Source: an optimization exercise on an open RTL-to-GDS flow (aim: small area). Production flows keep margins and buffers that such runs may drop. RTL that was checked went through simulation tests only; none was proved equivalent to the original.

## the reference run
// adpll_ctr
module adpll_ctr
   (
    input                     rst,
    input                     clk,
    input                     valid,
    input [5-1:0] address,
    input [26-1:0] wdata,
    input                     wstrb,
    output [1:0]              rdata,
    output reg                ready,
    input                     data_mod,  
    output                    dco_pd,
    output reg [1:0]          dco_osc_gain,
    output [4:0]              dco_c_l_rall,
    output [4:0]              dco_c_l_row,
    output [4:0]              dco_c_l_col,
    output [15:0]             dco_c_m_rall,
    output [15:0]             dco_c_m_row,
    output [15:0]             dco_c_m_col,
    output [15:0]             dco_c_s_rall,
    output [15:0]             dco_c_s_row,
    output [15:0]             dco_c_s_col,
    output                    tdc_pd,
    output                    tdc_pd_inj,
    output reg [2:0]          tdc_ctr_freq,
    input [6:0]               tdc_ripple_count,
    input [15:0]              tdc_phase
    );
export LEC_CHECK = 0
export ABC_AREA = 1
export CAP_MARGIN = 20
export CORE_MARGIN = 2
export CORE_UTILIZATION = 40
export PLACE_DENSITY = 0.6
export SLEW_MARGIN = 20
create_clock -name core_clock -period 40.0 [get_ports {clk}]
standard.sh (not shown) runs the stock make flow with config.mk's settings and CLKGATE_MAP_FILE= SYNTH_SCRIPT=/design/flow/synth_recipe.tcl, a recipe that flattens the netlist after the stock synthesis.
==> flow/flow/run.sh <==
#!/bin/bash
# Standard ORFS layout (the standard.sh, standard synthesis unchanged) with
# two changes: the port buffers use the smallest buffer cell, and clock tree
# synthesis inserts no dummy loads and builds the tree from clkbuf_4 cells.
set -euo pipefail
cd "$(dirname "$0")/.."
export BUFFER_PORTS_ARGS="-buffer_cell sky130_fd_sc_hd__buf_1"
export CTS_ARGS="-sink_clustering_enable -repair_clock_nets -dont_use_dummy_load -buf_list sky130_fd_sc_hd__clkbuf_4 -sink_clustering_size 8 -sink_clustering_max_diameter 50"
bash standard.sh > flow_standard.log 2>&1
Setup changes, the reference run to the trial run
--- a/flow/design.v
+++ b/flow/design.v
@@ -278,24 +278,21 @@
       begin
 	 p = a ^ b;
 	 g = a & b;
 	 g[0] = g[0] | (p[0] & ci);
 	 pp = p;
 	 gg = g;
-	 for (i = 0; i <= 27; i = i + 1)
-	   if (i % 4 != 0) begin
-	      gg[i] = gg[i] | (pp[i] & gg[i-1]);
-	      pp[i] = pp[i] & pp[i-1];
+	 for (d = 1; d <= 27; d = d * 2)
+	   for (i = 2*d-1; i <= 27; i = i + 2*d) begin
+	      gg[i] = gg[i] | (pp[i] & gg[i-d]);
+	      pp[i] = pp[i] & pp[i-d];
 	   end
-	 for (i = 7; i <= 27; i = i + 4) begin
-	    gg[i] = gg[i] | (pp[i] & gg[i-4]);
-	    pp[i] = pp[i] & pp[i-4];
-	 end
-	 for (i = 4; i <= 27; i = i + 1)
-	   if (i % 4 != 3) begin
-	      gg[i] = g[i] | (p[i] & gg[i-1]);
+	 for (d = 16; d >= 1; d = d / 2)
+	   for (i = 3*d-1; i <= 27; i = i + 2*d) begin
+	      gg[i] = gg[i] | (pp[i] & gg[i-d]);
+	      pp[i] = pp[i] & pp[i-d];
 	   end
 	 rca[0] = p[0] ^ ci;
 	 for (i = 1; i <= 27; i = i + 1)
 	   rca[i] = p[i] ^ gg[i-1];
 	 rca[27+1] = gg[27];
       end
@@ -312,13 +309,13 @@
    assign rst_accum_all = rst | rst_accum;
    always @ (posedge clk, posedge rst_accum_all)
      if(rst_accum_all)
        ph_diff_accum_last <= 27'd0;
      else if(en)
        ph_diff_accum_last <= ph_diff_accum;
-   wire [27+1:0] integral_s = rip({1'b0,iir_out}, {1'b0,integral_last}, 1'b0);
+   wire [27+1:0] integral_s = rca({1'b0,iir_out}, {1'b0,integral_last}, 1'b0);
    assign integral = integral_s[27-1:0];
    assign integral_beta = integral >>> beta;
    always @ (posedge clk, posedge rst_accum_all)
       if(rst_accum_all)
          integral_last <= 27'd0;
       else if(en&en_integral)
==> notes.md <==
Worst hold margin ends up higher on the trial run. The trial run ended up with a lower critical path buffer and inverter count than the reference run did. Global-route usage: the trial run vs the reference run — no meaningful difference. Compared the reference run against the trial run; netlist area before placement within noise. The reference run -> the trial run: share of the yosys chip area belonging to registers flat. When the final numbers for the trial run and the reference run were put side by side, the final-stage net count turned out to be greater in the reference run. Flip-flop and latch share of the layout cell area: the trial run vs the reference run up 1.2 points. Per the comparison of the trial run with the reference run, number of ordinary and repair buffers in the finished layout now sits lower, number of buffers inserted during clock tree synthesis now sits higher, final setup slack of the worst path now sits higher. For multi-input gate count, dividing the value from the reference run by the value from the trial run gives 0.933.
Function not checked in the reference run: the RTL went through the layout flow alone.


Another version of the RTL of adpll_ctr (not shown whole).
Size in the first run: about 3700 cells after synthesis, roughly 380 flip-flops, roughly 180 I/O pins, roughly 33000 µm² of cells after synthesis.
export LEC_CHECK = 0
export CAP_MARGIN = 20
export CORE_MARGIN = 2
export CORE_UTILIZATION = 40
export PLACE_DENSITY = 0.6
export SLEW_MARGIN = 20
create_clock -name core_clock -period 40.0 [get_ports {clk}]
run.sh (not shown) runs the stock make flow with config.mk's settings and CLKGATE_MAP_FILE= SYNTH_SCRIPT=/design/flow/synth_recipe.tcl, a recipe that flattens the netlist after the stock synthesis.
Stock flow here: none of the scripts above is used.
The first run ran to the end with violations: setup timing.
Rerun with:
--- a/flow/design.v
+++ b/flow/design.v
@@ -274,23 +274,36 @@
 			  .counter_in(tdc_ripple_count),
 			  .phase_in(tdc_phase),
 			  .tdc_word(tdc_word));
    assign dco_pd = (adpll_mode == TEST)? dco_pd_test : dco_pd_state;
    assign tdc_pd = (adpll_mode == TEST)? tdc_pd_test : tdc_pd_state;
    assign tdc_pd_inj = (adpll_mode == TEST)? tdc_pd_inj_test : tdc_pd_inj_state;
    function [27+1:0] rca(input [27:0] a, input [27:0] b, input ci);
-      integer i;
-      reg     c;
+      integer i, d;
+      reg [27:0] p, g, pp, gg;
       begin
-	 c = ci;
-	 for (i = 0; i <= 27; i = i + 1) begin
-	    rca[i] = a[i] ^ b[i] ^ c;
-	    c = (a[i] & b[i]) | (a[i] & c) | (b[i] & c);
-	 end
-	 rca[27+1] = c;
+	 p = a ^ b;
+	 g = a & b;
+	 g[0] = g[0] | (p[0] & ci);
+	 pp = p;
+	 gg = g;
+	 for (d = 1; d <= 27; d = d * 2)
+	   for (i = 2*d-1; i <= 27; i = i + 2*d) begin
+	      gg[i] = gg[i] | (pp[i] & gg[i-d]);
+	      pp[i] = pp[i] & pp[i-d];
+	   end
+	 for (d = 16; d >= 1; d = d / 2)
+	   for (i = 3*d-1; i <= 27; i = i + 2*d) begin
+	      gg[i] = gg[i] | (pp[i] & gg[i-d]);
+	      pp[i] = pp[i] & pp[i-d];
+	   end
+	 rca[0] = p[0] ^ ci;
+	 for (i = 1; i <= 27; i = i + 1)
+	   rca[i] = p[i] ^ gg[i-1];
+	 rca[27+1] = gg[27];
       end
    endfunction
    wire [27+1:0] ph_diff_hi = rca({{(27+1-12){1'b0}},FCW[26-1:14]},
 				     ~{{(27+1-12){1'b0}},tdc_word}, 1'b1);
    assign ph_diff = {ph_diff_hi[27-1-14:0], FCW[14-1:0]};
    wire [27-10:0] mod_op = {{(27-14){1'b0}},FCW_mod} ^ {(27-9){~data_mod}};
    wire [27+1:0] accum_p = rca({1'b0,ph_diff_accum_last}, {1'b0,ph_diff}, 1'b0);
Now the flow finished with timing, DRC and antenna clean.
Register-to-register slack gains 7.4 ns.
Die area rose by 11%.
Critical path depth rose by 10.
Cell area rose by 1.1%.
Clock skew fell by 0.0090 ns.
Via count rose by 10%.
Count of clock-buffer cells in the layout rose by 12.
Maximum frequency rose by 12%.
Setup slack gains 4.6 ns.
Area after synthesis rose by 11%.
Worst hold slack loses 0.055 ns.
First-iteration DRC count rose by 7.6%.
The RTL of the first run of this note was laid out without a check of its function.


## purple
adpll_ctr, a different RTL version from the one above (not shown whole).
Size in the first run: ~4800 cells after synthesis, roughly 380 flip-flops, ~180 I/O pins, roughly 0.035 sq mm of cells after synthesis.
==> flow/design.v (excerpt) <==
module adpll_ctr
   (
    input                     rst,
    input                     clk,
    input                     valid,
    input [5-1:0] address,
    input [26-1:0] wdata,
    input                     wstrb,
    output [1:0]              rdata,
    output reg                ready,
    input                     data_mod,  
    output                    dco_pd,
    output reg [1:0]          dco_osc_gain,
    output [4:0]              dco_c_l_rall,
    output [4:0]              dco_c_l_row,
    output [4:0]              dco_c_l_col,
    output [15:0]             dco_c_m_rall,
    output [15:0]             dco_c_m_row,
    output [15:0]             dco_c_m_col,
    output [15:0]             dco_c_s_rall,
    output [15:0]             dco_c_s_row,
    output [15:0]             dco_c_s_col,
    output                    tdc_pd,
    output                    tdc_pd_inj,
    output reg [2:0]          tdc_ctr_freq,
    input [6:0]               tdc_ripple_count,
    input [15:0]              tdc_phase
    );
   always @(posedge clk, posedge rst) begin
     if (rst)
       ready <= 1'b0;
     else
       ready <= valid;
   end
   reg                        rst_soft;
   reg [26-1:0]            FCW;
   reg [1:0]                  adpll_mode;
   reg                        en;
   reg [3:0]                  alpha_l;
   reg [3:0]                  alpha_m;
   reg [3:0]                  alpha_s_rx;
   reg [3:0]                  alpha_s_tx;
   reg [3:0]                  beta;
   reg [2:0]                  lambda_rx;
   reg [2:0]                  lambda_tx;
   reg [1:0]                  iir_n_rx;
   reg [1:0]                  iir_n_tx;
   reg [4:0]                  FCW_mod;
   reg signed [4:0]           dco_c_l_word_test;
   reg signed [7:0]           dco_c_m_word_test;
   reg signed [7:0]           dco_c_s_word_test;
   reg                        dco_pd_test;
   reg                        tdc_pd_test;
   reg                        tdc_pd_inj_test;
   wire                       rst_int;
   assign rst_int = rst | rst_soft;
   wire                       channel_lock;
   wire                       channel_sat;
   assign rdata = (address == (5'd0))? {{1'b0}, channel_lock}:
  ...
export LEC_CHECK = 0
export ABC_AREA = 1
export CAP_MARGIN = 20
export CORE_MARGIN = 2
export CORE_UTILIZATION = 40
export PLACE_DENSITY = 0.6
export SLEW_MARGIN = 20
create_clock -name core_clock -period 40.0 [get_ports {clk}]
Having completed the whole flow, purple delivered a layout that passed the timing, DRC and antenna checks.
The inputs of orange differ from those of purple as listed below.
-- flow/design.v --
<<< purple, line 344
      reg [7:0]     bw;
      begin
	 t = rca({x[27-1],x}, ~{y[27-1],y}, 1'b1);
	 d = t[27:0];
	 bw = d[7:0] ^ x[7:0] ^ y[7:0];
>>> orange, line 344
      reg [7:0]     bw;
      begin
	 t = rip({x[27-1],x}, ~{y[27-1],y}, 1'b1);
	 d = t[27:0];
	 bw = d[7:0] ^ x[7:0] ^ y[7:0];
Notes after the runs:
Compare orange and purple | length of routed met2 wiring higher: orange
orange vs purple, number of fill cells went down by about 5.5%.
Clock buffer and inverter area fraction after layout was lower in orange than in purple.
Of orange and purple, the run reporting the lower maximum number of pins on one net before global-route repair was orange.
From purple to orange the numbers moved as follows: final-stage net count grew by 4.7%.
Only the layout flow was run in orange; the RTL was not checked for function there.

==> static timing again, ports no longer ideal <==
In the flow no input, the clock included, has a driving cell. The finished layouts below were timed again as built, in two steps. Step 1, drivers: a clkbuf_16 drives clk and a buf_2 each remaining input, both assumed. Step 2 also shifts input and output timing later by t, the mid clock arrival at the registers, as if the neighbouring blocks saw the same clock. a / b / c = no drivers / after step 1 / after step 2; a / b = the first two.
run	t, ns	slack for setup (ns)	worst setup path at the end	latest minus earliest clock arrival (ns)	slew at the worst register clock pin (ns)
the reference run	0.878	0.934 / 0.908 / 0.908	input to output	0.151 / 0.150	0.11 / 0.11
the trial run	0.865	1.275 / 1.251 / 1.251	input to output	0.199 / 0.199	0.10 / 0.10
the first run of note 2	0.665	-3.440 / -3.466 / -3.466	input to output	0.055 / 0.056	0.06 / 0.06
the second run of note 2	0.672	1.138 / 1.069 / 1.069	input to output	0.047 / 0.047	0.07 / 0.07
purple	0.676	2.509 / 2.489 / 2.489	input to output	0.034 / 0.034	0.07 / 0.07
orange	0.667	1.106 / 1.085 / 1.085	input to output	0.039 / 0.039	0.06 / 0.06
The setup slack of the second run of note 2, which loses most, moves by -0.069 ns with the drivers and by -0.069 ns with both steps.
